Context: an optimization exercise on an open-source flow, tuned for small area. The choices shown serve that exercise and are no tape-out recipe. Only simulation tests tie the RTL to the original design; equivalence was not proved. No activity file was given, so power comes from the tool's default toggle rates.

## flow/run.sh

```bash
#!/bin/bash
# synth_recipe.tcl (not shown) runs the flow's synth.tcl, then flattens the netlist and writes it again
# the make line also repeats each setting of config.mk as NAME=value (left out here)
make -C /OpenROAD-flow-scripts/flow DESIGN_CONFIG=/design/flow/config.mk WORK_HOME=/design/flow/orfs CLKGATE_MAP_FILE= SYNTH_SCRIPT=/design/flow/synth_recipe.tcl finish
```

## flow/config.mk

```make
export PLATFORM = sky130hd
export DESIGN_NAME = cpu
export DESIGN_NICKNAME = cpu
export VERILOG_FILES = /design/flow/design.v
export SDC_FILE = /design/flow/constraint.sdc
export NUM_CORES = 4
export LEC_CHECK = 0
export ABC_AREA = 1
export CAP_MARGIN = 20
export CORE_MARGIN = 2
export CORE_UTILIZATION = 65
export SLEW_MARGIN = 20
```

## flow/design.v

```verilog
module cpu (
    input           clk,
    input           rst,
    output          imem_en,
    output          imem_wen,
    output  [31:0]  imem_addr,
    output  [31:0]  imem_wdata,
    input   [31:0]  imem_rdata,
    output          dmem_en,
    output          dmem_wen,
    output  [31:0]  dmem_addr,
    output  [31:0]  dmem_wdata,
    input   [31:0]  dmem_rdata
);
    reg  [2:0]  ph;          
    reg         r2;          
    reg  [31:2] pc;
    reg  [31:0] T;           
    reg  [31:0] D;           
    reg         c;           
    reg         ic;          
    reg         nz;          
    reg         flag;        
    reg  [4:0]  s;           
    reg         sgn;         
    wire [31:0] inst = { imem_rdata[7:0], imem_rdata[15:8], imem_rdata[23:16], imem_rdata[31:24] };
    wire [4:0]  opc  = inst[6:2];
    wire [2:0]  f3   = inst[14:12];
    wire i_lui   = opc == 5'b01101;
    wire i_auipc = opc == 5'b00101;
    wire i_jal   = opc == 5'b11011;
    wire i_jalr  = opc == 5'b11001;
    wire i_br    = opc == 5'b11000;
    wire i_ld    = opc == 5'b00000;
    wire i_st    = opc == 5'b01000;
    wire i_opi   = opc == 5'b00100;
    wire i_op    = opc == 5'b01100;
    wire i_alu   = i_op | i_opi;
    wire i_sh    = i_alu & (f3[1:0] == 2'b01);
    wire i_slt   = i_alu & (f3[2:1] == 2'b01);
    wire [4:0] rs1 = inst[19:15];
    wire [4:0] rs2 = inst[24:20];
    wire [4:0] rd  = inst[11:7];
    wire [31:0] immI = { {20{inst[31]}}, inst[31:20] };
    wire [31:0] immS = { {20{inst[31]}}, inst[31:25], inst[11:7] };
    wire [31:0] immB = { {19{inst[31]}}, inst[31], inst[7], inst[30:25], inst[11:8], 1'b0 };
    wire [31:0] immU = { inst[31:12], 12'b0 };
    wire [31:0] immJ = { {11{inst[31]}}, inst[31], inst[19:12], inst[20], inst[30:21], 1'b0 };
    wire [31:0] imm  = (i_lui | i_auipc) ? immU :
                       i_jal             ? immJ :
                       i_br              ? immB :
                       i_st              ? immS : immI;
    wire [3:0]  imm_n = imm[4*ph +: 4];
    wire [31:0] pcw  = { pc, 2'b00 };
    wire [3:0]  pc_n = pcw[4*ph +: 4];
    wire [3:0] tail [0:31];
    wire [3:0] wd;
    wire       rf_we;
    assign tail[0] = 4'b0;
    genvar g;
    generate
        for (g = 1; g < 32; g = g + 1) begin : R
            reg [31:0] q;
            always @(posedge clk)
                q <= { (rf_we && rd == g) ? wd : q[3:0], q[31:4] };
            assign tail[g] = q[3:0];
        end
    endgenerate
    reg [3:0] ra, rb;
    integer i;
    always @* begin
        ra = 4'b0;
        rb = 4'b0;
        for (i = 1; i < 32; i = i + 1) begin
            ra = ra | (tail[i] & {4{rs1 == i}});
            rb = rb | (tail[i] & {4{rs2 == i}});
        end
    end
    wire first = ph == 3'd0;
    wire last  = ph == 3'd7;
    wire       use_pc = i_auipc | i_jal | (i_br & r2);
    wire [3:0] a      = i_lui ? 4'b0 : use_pc ? pc_n : ra;
    wire [3:0] b      = (i_op | (i_br & ~r2)) ? rb : imm_n;
    wire       sub    = (i_op & inst[30] & (f3 == 3'b000)) | i_slt | (i_br & ~r2);
    wire       cin    = first ? sub : c;
    wire [4:0] sum    = {1'b0, a} + {1'b0, b ^ {4{sub}}} + {4'b0, cin};
    wire [3:0] res    = ~i_alu          ? sum[3:0] :
                        f3 == 3'b100    ? a ^ b :
                        f3 == 3'b110    ? a | b :
                        f3 == 3'b111    ? a & b : sum[3:0];
    wire ltu = ~sum[4];
    wire lt  = (a[3] ^ b[3]) ? a[3] : ltu;
    wire eq  = ~nz & (a == b);
    wire taken = (f3[2] ? (f3[1] ? ltu : lt) : eq) ^ f3[0];
    wire [4:0] inc = {1'b0, pc_n} + {2'b0, first, 2'b0} + {4'b0, ~first & ic};
    wire       left = ~f3[2];
    wire [4:0] t    = left ? (~s + 5'd1) : s;
    wire [63:0] DD  = { D, D };
    wire [7:0] win  = DD[4*t[4:2] +: 8];
    wire [3:0] rot  = win[t[1:0] +: 4];
    wire       fill = ~left & inst[30] & sgn;
    reg  [3:0] sh_n;
    integer j;
    always @* begin
        for (j = 0; j < 4; j = j + 1) begin
            if ((left ? {ph, j[1:0]} : ~{ph, j[1:0]}) < s)
                sh_n[j] = left ? 1'b0 : fill;
            else
                sh_n[j] = rot[j];
        end
    end
    wire [31:0] ldv = { dmem_rdata[7:0], dmem_rdata[15:8], dmem_rdata[23:16], dmem_rdata[31:24] };
    assign wd = ~r2             ? ((i_jal | i_jalr) ? inc[3:0] : res) :
                i_ld            ? (first ? ldv[3:0] : D[3:0]) :
                i_slt           ? {3'b0, first & flag} :
                                  sh_n;
    assign rf_we = r2 ? (i_ld | i_sh | i_slt)
                      : ((i_alu & ~i_sh & ~i_slt) | i_lui | i_auipc | i_jal | i_jalr);
    wire t_main = r2 ? i_br : (i_jal | i_jalr | i_ld | i_st);
    wire [3:0] t_in = t_main ? sum[3:0] : inc[3:0];
    wire [31:0] tn = { t_in, T[31:4] };
    wire done = r2 | ~(i_ld | i_st | i_sh | i_slt | (i_br & taken));
    always @(posedge clk) begin
        T  <= tn;
        c  <= sum[4];
        ic <= inc[4];
        nz <= (~first & nz) | (a != b);
        if (last & ~r2) flag <= f3[0] ? ltu : lt;
        if (~r2 & first) s[3:0] <= b;
        if (~r2 & (ph == 3'd1)) s[4] <= b[0];
        if (~r2 & last) sgn <= ra[3];
        if (r2 & i_ld & first)
            D <= { ldv[3:0], ldv[31:4] };
        else
            D <= { r2 ? D[3:0] : i_st ? rb : ra, D[31:4] };
        if (rst) begin
            ph <= 3'd0;
            r2 <= 1'b0;
            pc <= 30'h400;
        end else begin
            ph <= ph + 3'd1;
            if (last) begin
                r2 <= ~done;
                if (done) pc <= tn[31:2];
            end
        end
    end
    assign imem_en    = 1'b1;
    assign imem_wen   = 1'b0;
    assign imem_addr  = pcw;
    assign imem_wdata = 32'h0;
    wire mem = r2 & first & (i_ld | i_st);
    assign dmem_en    = mem;
    assign dmem_wen   = mem & i_st;
    assign dmem_addr  = { T[31:2], 2'b00 };
    assign dmem_wdata = { D[7:0], D[15:8], D[23:16], D[31:24] };
endmodule
```

## flow/constraint.sdc

```tcl
create_clock -name core_clock -period 13.0 [get_ports {clk}]
set_input_delay 2.6000 -clock core_clock [delete_from_list [all_inputs] [get_ports {clk}]]
set_output_delay 2.6000 -clock core_clock [all_outputs]
set_load 0.01 [all_outputs]
```

==> impl_metrics.yaml, run 1 <==
outcome:
  status: "complete, no violations"
cts:
  cts_resized: 0
  clock_path_buffers: 3
  htree_levels: 3
  cts_inserted_buffers: 94
  cts_setup_buffers: 0
  cts_hold_buf: 0
  cts_root_buf: "clkbuf_16"
  clock_latency_ns: 0.68
  clk_pin_slew_ns: 0.07
  cts_tree: "yes"
  cts.sinks: 1098
sta:
  finalWorstSetupSlack_ns: 4.27
  skew_ns: 0.0337
  slew-limit-headroom: 0.225
  setup_violations: 0
  hold_viol: 0
  grt_setup_unrepaired: "no"
  fin_crit_sh: 0.671
  tns_ns: 0
  tightest_slew_ns: 1.16
  slew_violations: 0
  fin_crit_ns: 8.73
  max_freq_mhz: 115
critical_path:
  regToRegSetupSlack_ns: 7.51
  crit_arrival_ns: 9.26
  crit_required_ns: 13.53
  worst_setup_path_start_kind: "input pin"
  critPathCaptureType: "register"
  cp_max_fo: 61
  critical_path_class: "in2reg"
drt:
  wl_per_cell_um: 26.3
  drtAntennaViolNets: 0
  firstDrtPassIters: 8
  drc: 0
  drt-total-wl_mm: 103
  drtIter0Drc: 3210
  vias_per_cell: 5.85
  num_vias: 22977
die:
  die_h_um: 223
  die_w_um: 223
  die_area_um2: 49700
  initial_utilization: 0.655
  coreArea_um2: 47500
  num_rows: 80
  pin_count: 198
cells_and_area:
  final_cells: 3925
  nFillCells: 2722
  finalNetCount: 3321
  register_area_um2: 22100
  multi_input_area_um2: 7420
  area_growth_pct: 16.4
  layout-drive-gt1-share: 0.0695
synthesis:
  synth.top_cells.by_area: "dfxtp_1 70%, nand2_1 8.4%, inv_1 3.4%"
  async_flop_share: 0
  synth.top_cells.by_count: "1091 x dfxtp_1, 695 x nand2_1, 285 x inv_1, 217 x nor2_1, 208 x nand3_1"
  ys_seq_area_frac: 0.708
  netlist_area_um2: 31100
  synth_most_common_cell: "dfxtp_1"
  synth.distinct_cells: 56
  synth_flop_cell: "dfxtp_1"
  netlist_instances: 3042
  synth-seq-cells: 1098
  synth_warnings: 1
  synth-edff-count: 7
  yosysTopAreaCell: "dfxtp_1"
  syn_area_per_cell_um2: 10.2
  synth_top_area_share: 0.701
global_routing:
  grt_pass1_vias: 23355
  grt_pass1_wl_mm: 149
  grt.overflow.total: 0
  antenna_found_initial: 3
  grt_start_max_net_pins: 62
  grt_use_total: 0.412
placement:
  port_buffers: 157
  place.detailed.instances: 3748
  dp_hpwl_mm: 66.6
  place.gp.congestion: 1.01
  place_ws_ns: 4.09
pwr:
  p_per_area_nw_per_um2: 193
  p_leak_nw: 15.3
  vdd_drop_max_mv: 0.193
hold_path:
  hp-class: "reg2reg"
run:
  maxCapViolCount: 0
## critical path: stages
cell	delay, ns
clkdlybuf4s50_1	1.14
clkinv_1	0.27
buf_4	0.32
nor3_1	0.47
nand2_1	0.19
o22ai_1	0.26
nor2_1	0.15
o2111ai_1	0.18
nor2_1	0.09
nand3_1	0.21
nand2_1	0.07
nand2_1	0.18
xor2_1	0.12
fa_1	0.44
inv_1	0.10
fa_1	0.21
o21ai_0	0.10
a21oi_1	0.28
inv_1	0.09
or2_2	0.30
nand3_1	0.11
nand2_1	0.06
nand2_1	0.10
nand3_4	0.52
a21oi_1	0.50
nor2_1	0.12
## stage by stage
step | total power [mW] | hold slack [ns] | util | cell area [um^2]
after global routing | 7.13 | 0.320 | 0.763 | 36300
after global placement | 4.07 | 0.310 | 0.695 | 33000
after detailed placement | 4.09 | 0.312 | 0.695 | 33000
after floorplan | 3.87 | 0.310 | - | 31300
final | 7.00 | 0.310 | 0.763 | 36300
after CTS | 6.96 | 0.319 | 0.762 | 36300
## cells by family (layout without fill, tap and decap cells)
group / count (synthesis) / after routing / share of synthesized area
other cells: 2 / 41 / 0.000241
compound gates: 288 / 288 / 0.0548
buf+inv: 415 / 644 / 0.0587
simple gates: 1200 / 1200 / 0.163
fa+ha+maj: 26 / 26 / 0.0109
flops: 1098 / 1098 / 0.708
mux: 1 / 1 / 0.000321
xor+xnor: 12 / 12 / 0.00362
## report_power, final
part | total, mW | internal, mW | switching, mW
combinational | 0.492 | 0.149 | 0.344
clock | 2.95 | 1.63 | 1.32
sequential | 3.55 | 3.48 | 0.0738
## metal layers
metal / wire length [um] / part of all wire / global-route usage
met4: 8540 / 0.083 / 0.291
met1: 36500 / 0.35 / 0.481
met3: 10700 / 0.10 / 0.104
met2: 47300 / 0.46 / 0.669
met5: 14 / 0.00014 / 0
## path summary, 6_finish.rpt
| kind | start | end | depth (start not counted) |
|---|---|---|---|
| min reg2reg | R[5].q[27]$_DFF_P_ | R[5].q[23]$_DFF_P_ | 0 |
| max | imem_rdata[0] | pc[13]$_SDFFE_PP0P_ | 26 |
| min | R[5].q[27]$_DFF_P_ | R[5].q[23]$_DFF_P_ | 0 |
| max reg2reg | ph[0]$_SDFF_PP0_ | pc[13]$_SDFFE_PP0P_ | 22 |
## final cells by class
class,count,area share
multi-input cells,1565,0.205
diodes,3,0.000207
clock buffers,137,0.0760
inverters,302,0.0313
flip-flops and latches,1098,0.608
repair buffers,168,0.0456
clock inverters,37,0.0129
well taps,615,0.0212
## state kept, by name (all words and copies together) (netlist names)
register  flops
D            32
c             1
r2            1
ic            1
nz            1
flag          1
ph            3
pc           30
T            30
sgn           1
R.q         992
s             5
## placed cells by master (no fill, tap or decap), types with 5 or more instances in the layout
cell | synthesis | routed
nand2_1 | 695 | 689
clkbuf_1 | 35 | 20
clkdlybuf4s50_1 | 0 | 157
nor3_1 | 10 | 10
o221ai_1 | 5 | 5
clkbuf_16 | 0 | 95
nor3_2 | 12 | 12
edfxtp_1 | 7 | 7
inv_1 | 285 | 285
clkbuf_8 | 0 | 22
o21ai_1 | 6 | 6
buf_4 | 54 | 11
nor2_1 | 217 | 216
o22ai_1 | 41 | 41
nor2_4 | 9 | 9
bufinv_16 | 0 | 7
inv_2 | 16 | 16
xor2_1 | 9 | 9
nor4_1 | 5 | 5
dfxtp_1 | 1091 | 1091
conb_1 | 2 | 38
nand3_1 | 208 | 208
nor2_2 | 7 | 8
o21ai_0 | 100 | 100
clkinv_2 | 0 | 14
a31oi_1 | 11 | 11
o211ai_1 | 12 | 12
nand2_2 | 3 | 9
a21oi_1 | 76 | 75
inv_6 | 0 | 5
ha_1 | 24 | 24
nand4_1 | 22 | 22
o2111ai_1 | 13 | 13
==> run 2, diff against run 1 <==
--- a/flow/design.v
+++ b/flow/design.v
@@ -23,18 +23,19 @@
     reg         flag;        
     reg  [4:0]  s;           
     reg         sgn;         
+    reg  [3:0]  pv1, pv2;    
     wire [31:0] inst = { imem_rdata[7:0], imem_rdata[15:8], imem_rdata[23:16], imem_rdata[31:24] };
-    wire [4:0]  opc  = inst[6:2];
     wire [2:0]  f3   = inst[14:12];
-    wire i_lui   = opc == 5'b01101;
-    wire i_auipc = opc == 5'b00101;
-    wire i_jal   = opc == 5'b11011;
-    wire i_jalr  = opc == 5'b11001;
-    wire i_br    = opc == 5'b11000;
-    wire i_ld    = opc == 5'b00000;
-    wire i_st    = opc == 5'b01000;
-    wire i_opi   = opc == 5'b00100;
-    wire i_op    = opc == 5'b01100;
+    wire o6 = inst[6], o5 = inst[5], o4 = inst[4], o3 = inst[3], o2 = inst[2];
+    wire i_br    =  o6 & ~o2;
+    wire i_jalr  =  o6 &  o2 & ~o3;
+    wire i_jal   =  o6 &  o3;
+    wire i_ld    = ~o6 & ~o5 & ~o4;
+    wire i_st    = ~o6 &  o5 & ~o4;
+    wire i_opi   = ~o6 & ~o5 &  o4 & ~o2;
+    wire i_auipc = ~o6 & ~o5 &  o4 &  o2;
+    wire i_op    = ~o6 &  o5 &  o4 & ~o2;
+    wire i_lui   = ~o6 &  o5 &  o4 &  o2;
     wire i_alu   = i_op | i_opi;
     wire i_sh    = i_alu & (f3[1:0] == 2'b01);
     wire i_slt   = i_alu & (f3[2:1] == 2'b01);
@@ -93,33 +94,39 @@
     wire eq  = ~nz & (a == b);
     wire taken = (f3[2] ? (f3[1] ? ltu : lt) : eq) ^ f3[0];
     wire [4:0] inc = {1'b0, pc_n} + {2'b0, first, 2'b0} + {4'b0, ~first & ic};
-    wire       left = ~f3[2];
-    wire [4:0] t    = left ? (~s + 5'd1) : s;
-    wire [63:0] DD  = { D, D };
-    wire [7:0] win  = DD[4*t[4:2] +: 8];
-    wire [3:0] rot  = win[t[1:0] +: 4];
-    wire       fill = ~left & inst[30] & sgn;
+    wire       left    = ~f3[2];
+    wire       fill    = inst[30] & sgn;
+    wire       big     = |s[4:3];
+    wire       sh_last = ~big | (s == 5'd8);
+    wire [11:0] win    = left ? { D[3:0], first ? 4'b0 : pv1, (ph[2:1] == 2'b00) ? 4'b0 : pv2 }
+                              : { (ph[2:1] == 2'b11) ? {4{fill}} : D[11:8], last ? {4{fill}} : D[7:4], D[3:0] };
+    wire [3:0] o       = left ? (big ? 4'd0 : 4'd8 - {1'b0, s[2:0]})
+                              : (big ? 4'd8 : {1'b0, s[2:0]});
     reg  [3:0] sh_n;
-    integer j;
     always @* begin
-        for (j = 0; j < 4; j = j + 1) begin
-            if ((left ? {ph, j[1:0]} : ~{ph, j[1:0]}) < s)
-                sh_n[j] = left ? 1'b0 : fill;
-            else
-                sh_n[j] = rot[j];
-        end
+        case (o)
+            4'd0: sh_n = win[3:0];
+            4'd1: sh_n = win[4:1];
+            4'd2: sh_n = win[5:2];
+            4'd3: sh_n = win[6:3];
+            4'd4: sh_n = win[7:4];
+            4'd5: sh_n = win[8:5];
+            4'd6: sh_n = win[9:6];
+            4'd7: sh_n = win[10:7];
+            default: sh_n = win[11:8];
+        endcase
     end
     wire [31:0] ldv = { dmem_rdata[7:0], dmem_rdata[15:8], dmem_rdata[23:16], dmem_rdata[31:24] };
     assign wd = ~r2             ? ((i_jal | i_jalr) ? inc[3:0] : res) :
                 i_ld            ? (first ? ldv[3:0] : D[3:0]) :
                 i_slt           ? {3'b0, first & flag} :
                                   sh_n;
-    assign rf_we = r2 ? (i_ld | i_sh | i_slt)
+    assign rf_we = r2 ? (i_ld | (i_sh & sh_last) | i_slt)
                       : ((i_alu & ~i_sh & ~i_slt) | i_lui | i_auipc | i_jal | i_jalr);
     wire t_main = r2 ? i_br : (i_jal | i_jalr | i_ld | i_st);
     wire [3:0] t_in = t_main ? sum[3:0] : inc[3:0];
     wire [31:0] tn = { t_in, T[31:4] };
-    wire done = r2 | ~(i_ld | i_st | i_sh | i_slt | (i_br & taken));
+    wire done = r2 ? ~(i_sh & ~sh_last) : ~(i_ld | i_st | i_sh | i_slt | (i_br & taken));
     always @(posedge clk) begin
         T  <= tn;
         c  <= sum[4];
@@ -129,10 +136,13 @@
         if (~r2 & first) s[3:0] <= b;
         if (~r2 & (ph == 3'd1)) s[4] <= b[0];
         if (~r2 & last) sgn <= ra[3];
+        if (r2 & last & ~sh_last) s[4:3] <= s[4:3] - 2'd1;
+        pv1 <= D[3:0];
+        pv2 <= pv1;
         if (r2 & i_ld & first)
             D <= { ldv[3:0], ldv[31:4] };
         else
-            D <= { r2 ? D[3:0] : i_st ? rb : ra, D[31:4] };
+            D <= { r2 ? sh_n : i_st ? rb : ra, D[31:4] };
         if (rst) begin
             ph <= 3'd0;
             r2 <= 1'b0;
==> flow/flow/run.sh (new file) <==
#!/bin/bash
# The standard layout (standard.sh: ORFS with the standard synthesis),
# with two changes:
#  - ports are buffered with buf_1 instead of the default buffer cell;
#  - clock tree: sink clusters of up to 30 flops within 60 um, no dummy loads.
set -euo pipefail
cd "$(dirname "$0")/.."
export BUFFER_PORTS_ARGS="-buffer_cell sky130_fd_sc_hd__buf_1"
export CTS_ARGS="-sink_clustering_enable -repair_clock_nets -sink_clustering_size 30 -sink_clustering_max_diameter 60 -dont_use_dummy_load"
bash standard.sh finish > flow_standard.log 2>&1
==> flow/standard.sh (new file) <==
#!/bin/bash
# synth_recipe.tcl (not shown) runs the flow's synth.tcl, then flattens the netlist and writes it again
# the make line also repeats each setting of config.mk as NAME=value (left out here)
make -C /OpenROAD-flow-scripts/flow DESIGN_CONFIG=/design/flow/config.mk WORK_HOME=/design/flow/orfs CLKGATE_MAP_FILE= SYNTH_SCRIPT=/design/flow/synth_recipe.tcl "${@:-finish}"
removed: flow/run.sh
==> impl_metrics.yaml, run 2 <==
outcome:
  status: "complete, no violations"
die:
  coreArea_um2: 46500
  pin_count: 198
  initial_utilization: 0.656
  die_w_um: 221
  die_area_um2: 48700
  num_rows: 79
  die_h_um: 221
critical_path:
  critPathCaptureType: "register"
  crit_buf_inv: 6
  worst_setup_path_start_kind: "input pin"
  crit_arrival_ns: 8.53
  cp_max_fo: 61
  cp_common_cell: "nand2_1"
  cpMaxStageDelayCell: "nor4_1"
  crit_family: "simple AND/OR/NAND/NOR gates"
  max_stage_delay_ns: 0.66
  regToRegSetupSlack_ns: 7.23
  critical_path.startpoint: "imem_rdata[11]"
  crit_cells: 28
  crit_required_ns: 13.52
  ff2ff_path_depth: 20
  critical_path_class: "in2reg"
  r2r_start: "ph[0]$_SDFF_PP0_"
  endpoint: "pc[4]$_SDFFE_PP0P_"
  crit-reg2reg-capture: "pc[4]$_SDFFE_PP0P_"
cells_and_area:
  final_cell_mix: "1099 x dfxtp_1, 534 x nand2_1, 263 x inv_1, 216 x nor2_1, 157 x buf_1"
  largest_reg_flops: 992
  finalNetCount: 3098
  reg_top3: "R.q x992, D x32"
  layout-drive-gt1-share: 0.0372
  finalCoreUtilization: 0.703
  area_growth_pct: 7.18
  layout_commonest_cell: "dfxtp_1"
  top_register: "R.q"
sta:
  finalWorstSetupSlack_ns: 4.99
  slew-limit-headroom: 0.295
  setup_violations: 0
  tns_ns: 0
  hold_slack_ns: 0.254
  slew_violations: 0
  fin_crit_sh: 0.616
  hold_viol: 0
  grt_setup_unrepaired: "no"
  max_freq_mhz: 125
  tightest_slew_ns: 1.05
  fin_crit_ns: 8.01
  skew_ns: 0.0971
synthesis:
  synth_flop_cell: "dfxtp_1"
  synth_compound_area_frac: 0.0701
  synth.top_cells.by_count: "1099 x dfxtp_1, 536 x nand2_1, 263 x inv_1, 216 x nor2_1, 151 x nand3_1"
  syn_area_per_cell_um2: 10.7
  synth.top_cells.by_area: "dfxtp_1 72%, nand2_1 6.6%, inv_1 3.2%"
  async_flop_share: 0
  synth_most_common_cell: "dfxtp_1"
  synthSimpleGateAreaFrac: 0.135
  yosysTopAreaCell: "dfxtp_1"
  ys_seq_area_frac: 0.728
  synth_mux_area_frac: 0
  synth_top_family_by_area: "simple AND/OR/NAND/NOR gates"
  synthAdderAreaFrac: 0.00952
  synth-edff-count: 7
  netlist_area_um2: 30500
  synth.distinct_cells: 55
  synth_xor_area_frac: 0.00230
  synth_warnings: 1
  synth-seq-cells: 1106
  synth_top_area_share: 0.722
  netlist_instances: 2859
drt:
  drtIter0Drc: 2403
  drc: 0
  drtAntennaViolNets: 0
  num_vias: 20691
  vias_per_cell: 5.72
  wl_per_cell_um: 24.1
  drt-total-wl_mm: 87.1
  firstDrtPassIters: 8
hold_path:
  hp-class: "reg2reg"
placement:
  dp_hpwl_mm: 61.3
  place.gp.congestion: 1.00
  port_buffers: 157
  place_ws_ns: 4.50
global_routing:
  grt_pass1_wl_mm: 125
  antenna_found_initial: 4
  grt.overflow.total: 0
  grt_pass1_vias: 20228
  grt_start_max_net_pins: 62
  grt_use_total: 0.354
cts:
  cts_setup_buffers: 0
  cts_root_buf: "clkbuf_16"
  cts_hold_buf: 0
  cts.sinks: 1106
  clock_path_buffers: 3
  cts_inserted_buffers: 49
  cts_resized: 0
  clk_pin_slew_ns: 0.10
  clock_latency_ns: 0.64
  cts_tree: "yes"
  htree_levels: 2
run:
  maxCapViolCount: 0
pwr:
  vdd_drop_max_mv: 0.264
  p_per_area_nw_per_um2: 186
  p_leak_nw: 14.3
  p_total_mw: 6.07
run 2: cell types whose count changed after synthesis, sizes merged, moves of 6 or more:
cell / previous run / this run
nand3: 210 / 155
a21oi: 76 / 54
or2: 2 / 8
inv: 301 / 272
nand2: 698 / 536
nor3: 24 / 16
o22ai: 41 / 60
o21ai: 107 / 170
dfxtp: 1091 / 1099
run 2: metal layers:
metal | GRT usage | vias up | share of wire
li1 | - | 9309 | -
met1 | 0.467 | 9906 | 0.41
met2 | 0.573 | 1163 | 0.46
met3 | 0.0625 | 313 | 0.082
met4 | 0.164 | 0 | 0.051
met5 | 0.00606 | - | 0
run 2: cells by family (layout without fill, tap and decap cells):
| group | Yosys count | count (layout) |
|---|---|---|
| flip-flops | 1106 | 1106 |
| AND/OR/NAND/NOR | 982 | 982 |
| buffers and inverters | 378 | 491 |
| AO/OA/AOI/OAI | 361 | 361 |
| adder cells (fa/ha/maj) | 22 | 22 |
| XOR/XNOR | 8 | 8 |
| other | 2 | 42 |
run 2: final cells by class:
cell class	instances	area, um^2
Fill cell	3054	13800
Multi-Input combinational cell	1411	6770
Tap cell	607	759
Clock buffer	49	1230
Inverter	274	1030
Timing Repair Buffer	168	672
Sequential cell	1106	22200
Antenna cell	4	10.0
run 2: how the worst min path moves through the flow:
| stage | startpoint | to | slack (ns) | depth (start not counted) |
|---|---|---|---|---|
| floorplan | R[10].q[4]$_DFF_P_ | R[10].q[0]$_DFF_P_ | 0.31 | 0 |
| global placement | R[11].q[9]$_DFF_P_ | R[11].q[5]$_DFF_P_ | 0.31 | 0 |
| detailed placement | R[28].q[29]$_DFF_P_ | R[28].q[25]$_DFF_P_ | 0.31 | 0 |
| CTS | R[8].q[22]$_DFF_P_ | R[8].q[18]$_DFF_P_ | 0.25 | 0 |
| global route | R[1].q[26]$_DFF_P_ | R[1].q[22]$_DFF_P_ | 0.25 | 0 |
| finish | R[1].q[26]$_DFF_P_ | R[1].q[22]$_DFF_P_ | 0.25 | 0 |
run 2: through the flow:
stage	instance area, um^2	instances
finish	32700	3619
global route	32700	3619
CTS	32700	3615
detailed placement	31400	3566
global placement	31400	3565
floorplan	30600	2895
run 2: worst register-to-register path: stages (launching register included):
cell	delay, ns
dfxtp_1	0.33
clkinv_1	0.57
ha_1	0.49
nand2_1	0.47
clkinv_1	0.47
nor2_1	0.19
a31oi_1	0.09
fa_1	0.50
fa_1	0.47
nand2_1	0.08
nand2_1	0.06
a21oi_1	0.26
inv_1	0.10
or2_2	0.30
nand3_2	0.09
nand2_1	0.06
nand2_1	0.09
nand3_4	0.52
nand3_1	0.38
nand2_1	0.09
nor2_1	0.12
run 2: where the power goes:
| part | internal [mW] | switching [mW] |
|---|---|---|
| clock network | 0.676 | 0.963 |
| registers | 3.69 | 0.144 |
| logic | 0.148 | 0.451 |
| total | 4.52 | 1.56 |
==> run 3, diff against run 2 <==
--- a/flow/design.v
+++ b/flow/design.v
@@ -20,7 +20,6 @@
     reg         c;           
     reg         ic;          
     reg         nz;          
-    reg         flag;        
     reg  [4:0]  s;           
     reg         sgn;         
     reg  [3:0]  pv1, pv2;    
@@ -84,15 +83,17 @@
     wire [3:0] b      = (i_op | (i_br & ~r2)) ? rb : imm_n;
     wire       sub    = (i_op & inst[30] & (f3 == 3'b000)) | i_slt | (i_br & ~r2);
     wire       cin    = first ? sub : c;
-    wire [4:0] sum    = {1'b0, a} + {1'b0, b ^ {4{sub}}} + {4'b0, cin};
+    wire       sgnd   = (i_slt | (i_br & ~r2)) & (f3[2] ? ~f3[1] : ~f3[0]) & last;
+    wire [3:0] ac     = { a[3] ^ sgnd, a[2:0] };
+    wire [3:0] bc     = { b[3] ^ sgnd, b[2:0] } ^ {4{sub}};
+    wire [4:0] sum    = {1'b0, ac} + {1'b0, bc} + {4'b0, cin};
     wire [3:0] res    = ~i_alu          ? sum[3:0] :
                         f3 == 3'b100    ? a ^ b :
                         f3 == 3'b110    ? a | b :
                         f3 == 3'b111    ? a & b : sum[3:0];
-    wire ltu = ~sum[4];
-    wire lt  = (a[3] ^ b[3]) ? a[3] : ltu;
+    wire lt  = ~sum[4];
     wire eq  = ~nz & (a == b);
-    wire taken = (f3[2] ? (f3[1] ? ltu : lt) : eq) ^ f3[0];
+    wire taken = (f3[2] ? lt : eq) ^ f3[0];
     wire [4:0] inc = {1'b0, pc_n} + {2'b0, first, 2'b0} + {4'b0, ~first & ic};
     wire       left    = ~f3[2];
     wire       fill    = inst[30] & sgn;
@@ -119,7 +120,7 @@
     wire [31:0] ldv = { dmem_rdata[7:0], dmem_rdata[15:8], dmem_rdata[23:16], dmem_rdata[31:24] };
     assign wd = ~r2             ? ((i_jal | i_jalr) ? inc[3:0] : res) :
                 i_ld            ? (first ? ldv[3:0] : D[3:0]) :
-                i_slt           ? {3'b0, first & flag} :
+                i_slt           ? {3'b0, first & ~c} :
                                   sh_n;
     assign rf_we = r2 ? (i_ld | (i_sh & sh_last) | i_slt)
                       : ((i_alu & ~i_sh & ~i_slt) | i_lui | i_auipc | i_jal | i_jalr);
@@ -132,7 +133,6 @@
         c  <= sum[4];
         ic <= inc[4];
         nz <= (~first & nz) | (a != b);
-        if (last & ~r2) flag <= f3[0] ? ltu : lt;
         if (~r2 & first) s[3:0] <= b;
         if (~r2 & (ph == 3'd1)) s[4] <= b[0];
         if (~r2 & last) sgn <= ra[3];
==> flow/flow/run.sh (replaced) <==
#!/bin/bash
# The standard layout (standard.sh) with these changes:
#  - after the standard synthesis, its combinational logic is mapped again
#    by ABC with an area-oriented script (flow/resyn.ys.in); flip-flops keep
#    their cells and names;
#  - ports are buffered with buf_1 instead of the default buffer cell;
#  - clock tree: sink clusters of up to 30 flops within 60 um, no dummy loads.
set -euo pipefail
cd "$(dirname "$0")/.."
W=$(pwd)
R=$W/orfs/results/sky130hd/cpu/base
LIB=$FLOW_HOME/platforms/sky130hd/lib/sky130_fd_sc_hd__tt_025C_1v80.lib
YOSYS=$FLOW_HOME/../tools/install/yosys/bin/yosys
[ -x "$YOSYS" ] || YOSYS=yosys
export BUFFER_PORTS_ARGS="-buffer_cell sky130_fd_sc_hd__buf_1"
export CTS_ARGS="-sink_clustering_enable -repair_clock_nets -sink_clustering_size 30 -sink_clustering_max_diameter 60 -dont_use_dummy_load"

bash standard.sh synth > flow_synth.log 2>&1
cp $R/1_2_yosys.v $W/std_synth.v
sed -e "s#@LIB@#$LIB#g" -e "s#@IN@#$W/std_synth.v#g" -e "s#@OUT@#$W/resyn.v#g" flow/resyn.ys.in > resyn.ys
$YOSYS -l resyn.log -s resyn.ys > /dev/null 2>&1
# same flip-flops, same names
diff <(grep -E '^ *sky130_fd_sc_hd__[a-z]*df[a-z]*_[0-9] ' std_synth.v | sort) \
     <(grep -E '^ *sky130_fd_sc_hd__[a-z]*df[a-z]*_[0-9] ' resyn.v | sort) > resyn_flops.diff
sleep 1
cp resyn.v $R/1_2_yosys.v
bash standard.sh finish > flow_standard.log 2>&1
==> flow/flow/resyn.ys.in (new file) <==
# Re-map the combinational logic of the standard synthesis netlist with a
# stronger ABC script. Flip-flops (and their instance names) are kept as
# they are: their cell modules are kept as hierarchy while the rest is
# flattened into logic and mapped again.
read_liberty -ignore_miss_func @LIB@
read_verilog @IN@
hierarchy -top cpu
setattr -mod -set keep_hierarchy 1 sky130_fd_sc_hd__dfxtp_1 sky130_fd_sc_hd__edfxtp_1 sky130_fd_sc_hd__dfrtp_1 sky130_fd_sc_hd__dfstp_1 sky130_fd_sc_hd__dfxtp_2 sky130_fd_sc_hd__dfxtp_4
flatten
opt_clean
abc -liberty @LIB@ -dont_use sky130_fd_sc_hd__lpflow_bleeder_1 -dont_use sky130_fd_sc_hd__lpflow_clkbufkapwr_1 -dont_use sky130_fd_sc_hd__lpflow_clkbufkapwr_16 -dont_use sky130_fd_sc_hd__lpflow_clkbufkapwr_2 -dont_use sky130_fd_sc_hd__lpflow_clkbufkapwr_4 -dont_use sky130_fd_sc_hd__lpflow_clkbufkapwr_8 -dont_use sky130_fd_sc_hd__lpflow_clkinvkapwr_1 -dont_use sky130_fd_sc_hd__lpflow_clkinvkapwr_16 -dont_use sky130_fd_sc_hd__lpflow_clkinvkapwr_2 -dont_use sky130_fd_sc_hd__lpflow_clkinvkapwr_4 -dont_use sky130_fd_sc_hd__lpflow_clkinvkapwr_8 -dont_use sky130_fd_sc_hd__lpflow_decapkapwr_12 -dont_use sky130_fd_sc_hd__lpflow_decapkapwr_3 -dont_use sky130_fd_sc_hd__lpflow_decapkapwr_4 -dont_use sky130_fd_sc_hd__lpflow_decapkapwr_6 -dont_use sky130_fd_sc_hd__lpflow_decapkapwr_8 -dont_use sky130_fd_sc_hd__lpflow_inputiso0n_1 -dont_use sky130_fd_sc_hd__lpflow_inputiso0p_1 -dont_use sky130_fd_sc_hd__lpflow_inputiso1n_1 -dont_use sky130_fd_sc_hd__lpflow_inputiso1p_1 -dont_use sky130_fd_sc_hd__lpflow_inputisolatch_1 -dont_use sky130_fd_sc_hd__lpflow_isobufsrc_1 -dont_use sky130_fd_sc_hd__lpflow_isobufsrc_16 -dont_use sky130_fd_sc_hd__lpflow_isobufsrc_2 -dont_use sky130_fd_sc_hd__lpflow_isobufsrc_4 -dont_use sky130_fd_sc_hd__lpflow_isobufsrc_8 -dont_use sky130_fd_sc_hd__lpflow_isobufsrckapwr_16 -dont_use sky130_fd_sc_hd__lpflow_lsbuf_lh_hl_isowell_tap_1 -dont_use sky130_fd_sc_hd__lpflow_lsbuf_lh_hl_isowell_tap_2 -dont_use sky130_fd_sc_hd__lpflow_lsbuf_lh_hl_isowell_tap_4 -dont_use sky130_fd_sc_hd__lpflow_lsbuf_lh_isowell_4 -dont_use sky130_fd_sc_hd__lpflow_lsbuf_lh_isowell_tap_1 -dont_use sky130_fd_sc_hd__lpflow_lsbuf_lh_isowell_tap_2 -dont_use sky130_fd_sc_hd__lpflow_lsbuf_lh_isowell_tap_4 -dont_use sky130_fd_sc_hd__probe_p_8 -dont_use sky130_fd_sc_hd__probec_p_8  -script "+strash; &get -n; &dch -f; &nf -R 1000; &put"
opt_clean -purge
hilomap -singleton -hicell sky130_fd_sc_hd__conb_1 HI -locell sky130_fd_sc_hd__conb_1 LO
insbuf -buf sky130_fd_sc_hd__buf_4 A X
splitnets
opt_clean -purge
stat -liberty @LIB@
select cpu
write_verilog -noattr -noexpr -nohex -nodec -selected @OUT@
==> impl_metrics.yaml, run 3 <==
hold_path:
  worstHoldStart: "R[24].q[8]$_DFF_P_"
  hp-class: "reg2reg"
cts:
  cts_tree: "yes"
  cts_setup_buffers: 0
  cts_inserted_buffers: 46
  htree_levels: 2
  cts.sinks: 1105
  cts_resized: 0
  clk_pin_slew_ns: 0.10
  cts_root_buf: "clkbuf_16"
  clock_path_buffers: 3
  cts_hold_buf: 0
  clock_latency_ns: 0.62
cells_and_area:
  layout-drive-gt1-share: 0.0295
  reg_top3: "R.q x992, D x32"
  n_antenna_cell: 0
  finalNetCount: 2505
  layout_commonest_cell: "dfxtp_1"
  final_cell_mix: "1099 x dfxtp_1, 228 x nor2_1, 160 x nand2_1, 157 x buf_1, 112 x o21ai_0"
  largest_reg_flops: 992
  area_growth_pct: 6.30
  top_register: "R.q"
  finalCoreUtilization: 0.700
sta:
  hold_slack_ns: 0.289
  slew_violations: 0
  fin_crit_ns: 8.40
  slew-limit-headroom: 0.200
  skew_ns: 0.0746
  tns_ns: 0
  fin_crit_sh: 0.646
  hold_viol: 0
  max_freq_mhz: 119
  grt_setup_unrepaired: "no"
  tightest_slew_ns: 1.20
  setup_violations: 0
global_routing:
  grt_pass1_wl_mm: 111
  grt.overflow.total: 0
  grt_use_total: 0.326
  grt_pass1_vias: 17444
  grt_start_max_net_pins: 35
  antenna_found_initial: 3
critical_path:
  cp_common_cell: "nor2_1"
  cp_max_fo: 32
  ff2ff_path_depth: 16
  crit_required_ns: 13.48
  critical_path.startpoint: "imem_rdata[0]"
  r2r_start: "ph[0]$_SDFF_PP0_"
  crit_family: "compound AO/OA/AOI/OAI gates"
  crit_cells: 20
  regToRegSetupSlack_ns: 7.29
  cpMaxStageDelayCell: "o221a_2"
  max_stage_delay_ns: 0.90
  critical_path_class: "in2reg"
  crit-reg2reg-capture: "pc[9]$_SDFFE_PP0P_"
  crit_arrival_ns: 8.88
  critPathCaptureType: "register"
  worst_setup_path_start_kind: "input pin"
  worstPathCellList: "buf_1 > buf_4 > clkinv_1 > nand2_1 > nor2_1 > a222oi_1 > nand4_1 > or3_1 > a32oi_1 > xnor2_1 > maj3_1 > o22ai_1 > a221oi_1 > nor2_1 > a21o_1 > xnor2_1 > a21oi_1 > o221a_2 > mux2i_1 > nor2_1"
  crit_buf_inv: 3
  endpoint: "pc[9]$_SDFFE_PP0P_"
die:
  die_h_um: 216
  die_area_um2: 46600
  num_rows: 77
  coreArea_um2: 44300
  die_w_um: 216
  pin_count: 198
  initial_utilization: 0.659
drt:
  drtAntennaViolNets: 0
  num_vias: 17823
  drc: 0
  wl_per_cell_um: 25.3
  drt-total-wl_mm: 76.7
  firstDrtPassIters: 8
  vias_per_cell: 5.88
  drtIter0Drc: 2257
pwr:
  p_per_area_nw_per_um2: 186
  vdd_drop_max_mv: 0.174
  p_leak_nw: 12.0
synthesis:
  netlist_instances: 2306
  synth_warnings: 1
  netlist_area_um2: 29200
  syn_area_per_cell_um2: 12.7
placement:
  port_buffers: 157
  place.gp.congestion: 0.993
  dp_hpwl_mm: 53.9
outcome:
  status: "complete, no violations"
run:
  maxCapViolCount: 0
## run 3: cell types whose count changed in the layout (fill, tap and decap cells not counted), moves of 37 or more
cell     delta
o22ai_1    -48
nor3_1     +37
inv_1     -263
nand3_1   -112
mux2i_1    +39
nand2_1   -374
a22oi_1    +67
## run 3: area by class of cell
class                           count  area, um^2
Sequential cell                  1105       22200
Fill cell                        2863       13300
Multi-Input combinational cell   1099        6190
Clock buffer                       46        1150
Tap cell                          592         741
Timing Repair Buffer              175         722
Inverter                           12        45.0
## run 3: worst register-to-register path: stages, from the launching register on
cell	delay [ns]
dfxtp_1	1.02
and2_0	0.58
a222oi_1	0.21
nand3_1	0.12
nand2_1	0.17
a22oi_1	0.21
o21ai_0	0.38
maj3_1	0.55
o22ai_1	0.31
a221oi_1	0.14
nor2_1	0.19
a21o_1	0.17
xnor2_1	0.07
a21oi_1	0.16
o221a_2	0.90
mux2i_1	0.34
nor2_1	0.07
## run 3: routing by layer
| layer | track usage | part of all wire | wire, um | vias up |
|---|---|---|---|---|
| met4 | 0.157 | 0.053 | 4090 | 2 |
| met3 | 0.0493 | 0.072 | 5510 | 238 |
| met1 | 0.418 | 0.40 | 30700 | 8676 |
| met2 | 0.544 | 0.47 | 36300 | 948 |
| met5 | 0 | 0.00018 | 14 | - |
| li1 | - | - | - | 7959 |
## run 3: power breakdown
part,switching (mW),total (mW),internal [mW],leakage (nW)
Sequential,0.148,3.80,3.66,9.00
Combinational,0.283,0.387,0.104,2.43
Clock,0.954,1.59,0.638,0.567
Total,1.39,5.78,4.40,12.0
## run 3: worst min-delay path by stage
stage / end / slack, ns / depth (start not counted)
after detailed placement: R[11].q[14]$_DFF_P_ / 0.31 / 0
final: R[24].q[4]$_DFF_P_ / 0.29 / 0
after global routing: R[31].q[26]$_DFF_P_ / 0.29 / 0
after CTS: R[24].q[4]$_DFF_P_ / 0.29 / 0
after global placement: R[30].q[18]$_DFF_P_ / 0.31 / 0
after floorplan: R[10].q[0]$_DFF_P_ / 0.31 / 0
## run 3: per-stage QoR
stage | std cells | area [um^2] | setup WS (ns) | total power, mW
floorplan | 2342 | 29300 | 5.81 | 4.06
CTS | 3029 | 31000 | 4.92 | 5.78
global route | 3029 | 31000 | 4.51 | 5.93
detailed placement | 2983 | 29900 | 4.31 | 4.25
global placement | 2982 | 29900 | 4.33 | 4.22
finish | 3029 | 31000 | 4.60 | 5.78
==> run 4, diff against run 3 <==
--- a/flow/design.v
+++ b/flow/design.v
@@ -41,16 +41,29 @@
     wire [4:0] rs1 = inst[19:15];
     wire [4:0] rs2 = inst[24:20];
     wire [4:0] rd  = inst[11:7];
-    wire [31:0] immI = { {20{inst[31]}}, inst[31:20] };
-    wire [31:0] immS = { {20{inst[31]}}, inst[31:25], inst[11:7] };
-    wire [31:0] immB = { {19{inst[31]}}, inst[31], inst[7], inst[30:25], inst[11:8], 1'b0 };
-    wire [31:0] immU = { inst[31:12], 12'b0 };
-    wire [31:0] immJ = { {11{inst[31]}}, inst[31], inst[19:12], inst[20], inst[30:21], 1'b0 };
-    wire [31:0] imm  = (i_lui | i_auipc) ? immU :
-                       i_jal             ? immJ :
-                       i_br              ? immB :
-                       i_st              ? immS : immI;
-    wire [3:0]  imm_n = imm[4*ph +: 4];
+    wire fU  = i_lui | i_auipc;
+    wire fSB = i_st | i_br;
+    wire sx  = inst[31];
+    wire [3:0] n0 = { fSB ? inst[10:8] : fU ? 3'b0 : inst[23:21],
+                      i_st ? inst[7] : (fU | i_br | i_jal) ? 1'b0 : inst[20] };
+    wire [3:0] n1 = { fU ? 3'b0 : inst[27:25],
+                      fSB ? inst[11] : fU ? 1'b0 : inst[24] };
+    wire [3:0] n2 = { i_br ? inst[7] : i_jal ? inst[20] : fU ? 1'b0 : sx,
+                      fU ? 3'b0 : inst[30:28] };
+    wire       uj = fU | i_jal;
+    reg  [3:0] imm_n;
+    always @* begin
+        case (ph)
+            3'd0: imm_n = n0;
+            3'd1: imm_n = n1;
+            3'd2: imm_n = n2;
+            3'd3: imm_n = uj ? inst[15:12] : {4{sx}};
+            3'd4: imm_n = uj ? inst[19:16] : {4{sx}};
+            3'd5: imm_n = fU ? inst[23:20] : {4{sx}};
+            3'd6: imm_n = fU ? inst[27:24] : {4{sx}};
+            default: imm_n = fU ? inst[31:28] : {4{sx}};
+        endcase
+    end
     wire [31:0] pcw  = { pc, 2'b00 };
     wire [3:0]  pc_n = pcw[4*ph +: 4];
     wire [3:0] tail [0:31];
--- a/flow/flow/run.sh
+++ b/flow/flow/run.sh
@@ -4,7 +4,8 @@
 #    by ABC with an area-oriented script (flow/resyn.ys.in); flip-flops keep
 #    their cells and names;
 #  - ports are buffered with buf_1 instead of the default buffer cell;
-#  - clock tree: sink clusters of up to 30 flops within 60 um, no dummy loads.
+#  - clock tree: clkbuf_8 only, sink clusters of up to 18 flops within 80 um,
+#    no dummy loads.
 set -euo pipefail
 cd "$(dirname "$0")/.."
 W=$(pwd)
@@ -13,7 +14,7 @@
 YOSYS=$FLOW_HOME/../tools/install/yosys/bin/yosys
 [ -x "$YOSYS" ] || YOSYS=yosys
 export BUFFER_PORTS_ARGS="-buffer_cell sky130_fd_sc_hd__buf_1"
-export CTS_ARGS="-sink_clustering_enable -repair_clock_nets -sink_clustering_size 30 -sink_clustering_max_diameter 60 -dont_use_dummy_load"
+export CTS_ARGS="-sink_clustering_enable -repair_clock_nets -sink_clustering_size 18 -sink_clustering_max_diameter 80 -buf_list sky130_fd_sc_hd__clkbuf_8 -dont_use_dummy_load"
 
 bash standard.sh synth > flow_synth.log 2>&1
 cp $R/1_2_yosys.v $W/std_synth.v
==> flow/flow/resyn.ys.in (replaced) <==
# Re-map the combinational logic of the standard synthesis netlist with a
# stronger ABC script. Flip-flops (and their instance names) are kept as
# they are: their cell modules are kept as hierarchy while the rest is
# flattened into logic and mapped again.
read_liberty -ignore_miss_func @LIB@
read_verilog @IN@
hierarchy -top cpu
setattr -mod -set keep_hierarchy 1 sky130_fd_sc_hd__dfxtp_1 sky130_fd_sc_hd__edfxtp_1 sky130_fd_sc_hd__dfrtp_1 sky130_fd_sc_hd__dfstp_1 sky130_fd_sc_hd__dfxtp_2 sky130_fd_sc_hd__dfxtp_4
flatten
opt_clean
abc -liberty @LIB@ -dont_use sky130_fd_sc_hd__lpflow_bleeder_1 -dont_use sky130_fd_sc_hd__lpflow_clkbufkapwr_1 -dont_use sky130_fd_sc_hd__lpflow_clkbufkapwr_16 -dont_use sky130_fd_sc_hd__lpflow_clkbufkapwr_2 -dont_use sky130_fd_sc_hd__lpflow_clkbufkapwr_4 -dont_use sky130_fd_sc_hd__lpflow_clkbufkapwr_8 -dont_use sky130_fd_sc_hd__lpflow_clkinvkapwr_1 -dont_use sky130_fd_sc_hd__lpflow_clkinvkapwr_16 -dont_use sky130_fd_sc_hd__lpflow_clkinvkapwr_2 -dont_use sky130_fd_sc_hd__lpflow_clkinvkapwr_4 -dont_use sky130_fd_sc_hd__lpflow_clkinvkapwr_8 -dont_use sky130_fd_sc_hd__lpflow_decapkapwr_12 -dont_use sky130_fd_sc_hd__lpflow_decapkapwr_3 -dont_use sky130_fd_sc_hd__lpflow_decapkapwr_4 -dont_use sky130_fd_sc_hd__lpflow_decapkapwr_6 -dont_use sky130_fd_sc_hd__lpflow_decapkapwr_8 -dont_use sky130_fd_sc_hd__lpflow_inputiso0n_1 -dont_use sky130_fd_sc_hd__lpflow_inputiso0p_1 -dont_use sky130_fd_sc_hd__lpflow_inputiso1n_1 -dont_use sky130_fd_sc_hd__lpflow_inputiso1p_1 -dont_use sky130_fd_sc_hd__lpflow_inputisolatch_1 -dont_use sky130_fd_sc_hd__lpflow_isobufsrc_1 -dont_use sky130_fd_sc_hd__lpflow_isobufsrc_16 -dont_use sky130_fd_sc_hd__lpflow_isobufsrc_2 -dont_use sky130_fd_sc_hd__lpflow_isobufsrc_4 -dont_use sky130_fd_sc_hd__lpflow_isobufsrc_8 -dont_use sky130_fd_sc_hd__lpflow_isobufsrckapwr_16 -dont_use sky130_fd_sc_hd__lpflow_lsbuf_lh_hl_isowell_tap_1 -dont_use sky130_fd_sc_hd__lpflow_lsbuf_lh_hl_isowell_tap_2 -dont_use sky130_fd_sc_hd__lpflow_lsbuf_lh_hl_isowell_tap_4 -dont_use sky130_fd_sc_hd__lpflow_lsbuf_lh_isowell_4 -dont_use sky130_fd_sc_hd__lpflow_lsbuf_lh_isowell_tap_1 -dont_use sky130_fd_sc_hd__lpflow_lsbuf_lh_isowell_tap_2 -dont_use sky130_fd_sc_hd__lpflow_lsbuf_lh_isowell_tap_4 -dont_use sky130_fd_sc_hd__probe_p_8 -dont_use sky130_fd_sc_hd__probec_p_8  -script "+strash; &get -n; &deepsyn -T 60; &put; strash; &get -n; &deepsyn -T 60; &dch -f; &nf -R 1000; &put"
opt_clean -purge
hilomap -singleton -hicell sky130_fd_sc_hd__conb_1 HI -locell sky130_fd_sc_hd__conb_1 LO
insbuf -buf sky130_fd_sc_hd__buf_4 A X
splitnets
opt_clean -purge
stat -liberty @LIB@
select cpu
write_verilog -noattr -noexpr -nohex -nodec -selected @OUT@
==> impl_metrics.yaml, run 4 <==
global_routing:
  antenna_found_initial: 0
  grt.overflow.total: 0
  grt_start_max_net_pins: 36
  grt_pass1_vias: 15855
  grt_pass1_wl_mm: 98.4
  grt_use_total: 0.290
sta:
  skew_ns: 0.0415
  hold_viol: 0
  fin_crit_sh: 0.656
  slew-limit-headroom: 0.263
  setup_violations: 0
  slew_violations: 0
  tns_ns: 0
  fin_crit_ns: 8.53
  tightest_slew_ns: 1.11
  max_freq_mhz: 117
  grt_setup_unrepaired: "no"
die:
  initial_utilization: 0.654
  die_h_um: 214
  coreArea_um2: 43900
  die_area_um2: 45900
  die_w_um: 214
  pin_count: 198
  num_rows: 77
cts:
  htree_levels: 3
  clock_latency_ns: 0.67
  cts_tree: "yes"
  cts_inserted_buffers: 71
  clock_path_buffers: 3
  cts.sinks: 1105
  cts_resized: 0
  cts_root_buf: "clkbuf_8"
  cts_setup_buffers: 0
  clk_pin_slew_ns: 0.11
  cts_hold_buf: 0
cells_and_area:
  area_growth_pct: 6.12
  reg_top3: "R.q x992, D x32"
  largest_reg_flops: 992
  fin_area_um2: 30500
  layout_commonest_cell: "dfxtp_1"
  layout-drive-gt1-share: 0.0488
  finalNetCount: 2385
  final_cell_mix: "1099 x dfxtp_1, 180 x nor2_1, 157 x buf_1, 131 x nand2_1, 71 x clkbuf_8"
  top_register: "R.q"
  n_antenna_cell: 0
drt:
  drt-total-wl_mm: 66.7
  wl_per_cell_um: 22.9
  drtAntennaViolNets: 0
  firstDrtPassIters: 7
  vias_per_cell: 5.58
  drtIter0Drc: 1665
  num_vias: 16245
  drc: 0
critical_path:
  cp_max_fo: 31
  cp_common_cell: "a21oi_1"
  crit_arrival_ns: 9.05
  cpMaxStageDelayCell: "a221oi_1"
  worst_setup_path_start_kind: "input pin"
  crit_required_ns: 13.52
  max_stage_delay_ns: 0.88
  critPathCaptureType: "register"
  worstPathCellList: "buf_1 > and3b_1 > a222oi_1 > a21oi_1 > a21oi_1 > nand2_1 > nor4_1 > a221oi_1 > xnor2_1 > maj3_1 > maj3_1 > nor3_1 > o31ai_1 > a21oi_1 > xnor2_1 > o31ai_1 > nor2b_4 > a22oi_1"
  critical_path_class: "in2reg"
pwr:
  p_sw_frac: 0.237
  comb_power_share: 0.069
  p_total_mw: 5.60
  p_int_mw: 4.28
  p_clk_frac: 0.251
  seqPwrFrac: 0.680
  p_per_area_nw_per_um2: 184
  vdd_drop_max_mv: 0.178
  p_leak_nw: 11.9
  switchingPower_mw: 1.33
outcome:
  status: "complete, no violations"
synthesis:
  netlist_area_um2: 28700
  netlist_instances: 2151
  syn_area_per_cell_um2: 13.4
  synth_warnings: 1
hold_path:
  hp-class: "reg2reg"
placement:
  port_buffers: 157
  placed_cell_area_um2: 29500
  place.gp.congestion: 0.966
  dp_hpwl_mm: 47.4
run:
  maxCapViolCount: 0
==> run 4: metal layers <==
layer / GRT usage / vias up / share of wire
met3: 0.0590 / 164 / 0.077
met2: 0.464 / 748 / 0.46
li1: - / 7519 / -
met4: 0.138 / 0 / 0.045
met5: 0 / - / 0
met1: 0.382 / 7814 / 0.42
==> run 4: power by group through the flow <==
stage	Combinational [mW]	Clock (mW)	Sequential [mW]
global route	0.406	1.55	3.84
CTS	0.378	1.44	3.81
finish	0.384	1.41	3.81
detailed placement	0.376	0	3.89
global placement	0.373	0	3.87
floorplan	0.265	0	3.82
==> run 4: final cells by class <==
type                       count  area (um^2)
tap                          592          741
timing repair buffer         185          797
inverter                      19         71.3
sequential                  1105        22200
multi-input combinational    937         5720
clock buffer                  71          977
fill                        2945        13400
==> run 4: worst paths after layout <==
path / from / cells after the start / end / slack (ns)
setup reg to reg: ph[1]$_SDFF_PP0_ / 17 / pc[12]$_SDFFE_PP1P_ / 6.40
hold / removal: R[13].q[7]$_DFF_P_ / 0 / R[13].q[3]$_DFF_P_ / 0.30
setup / recovery: imem_rdata[12] / 18 / pc[12]$_SDFFE_PP1P_ / 4.47
hold reg to reg: R[13].q[7]$_DFF_P_ / 0 / R[13].q[3]$_DFF_P_ / 0.30
==> run 4: through the flow <==
stage               setup WS [ns]  std cells  utilization  hold WS, ns
CTS                          4.40       2908        0.694        0.301
global route                 4.26       2909        0.694        0.306
finish                       4.47       2909        0.694        0.298
detailed placement           3.66       2837        0.671        0.312
global placement             3.73       2837        0.671        0.310
floorplan                    5.00       2187            -        0.310
==> run 4: worst max-delay path: cells and delay by family <==
| family | cells | cell delay (ns) |
|---|---|---|
| buffers and inverters | 1 | 0.42 |
| AOI/OAI and AO/OA | 8 | 2.78 |
| adders and majority gates | 2 | 0.84 |
| and+or+nand+nor | 5 | 2.02 |
| xor gates and xnor gates | 2 | 0.36 |

## port drivers added, routing unchanged
In the flow no input, the clock included, has a driving cell. The finished layouts below were timed again as built, in two steps. Step 1, drivers: a clkbuf_16 drives clk and a buf_2 each remaining input, both assumed. Step 2 also shifts input and output timing later by t, the mid clock arrival at the registers, as if the neighbouring blocks saw the same clock. Three values: ideal, step 1, step 2; two values: the first two.
| run | t (ns) | setup slack, ns | clock arrival spread, ns | worst register clock-pin slew, ns | worst slew at a driven data input, ns |
|---|---|---|---|---|---|
| run 1 | 0.722 | 4.272 / 4.269 / 3.546 | 0.035 / 0.035 | 0.08 / 0.08 | 0.06 |
| run 2 | 0.651 | 4.986 / 5.029 / 4.377 | 0.099 / 0.099 | 0.11 / 0.11 | 0.11 |
| run 3 | 0.639 | 4.602 / 4.633 / 3.994 | 0.074 / 0.075 | 0.11 / 0.11 | 0.06 |
| run 4 | 0.705 | 4.467 / 4.497 / 3.792 | 0.042 / 0.042 | 0.11 / 0.11 | 0.05 |
After both steps setup and hold are still met in every run listed. The setup slack of run 1, which loses most, moves by -0.003 ns with the drivers and by -0.726 ns with both steps.
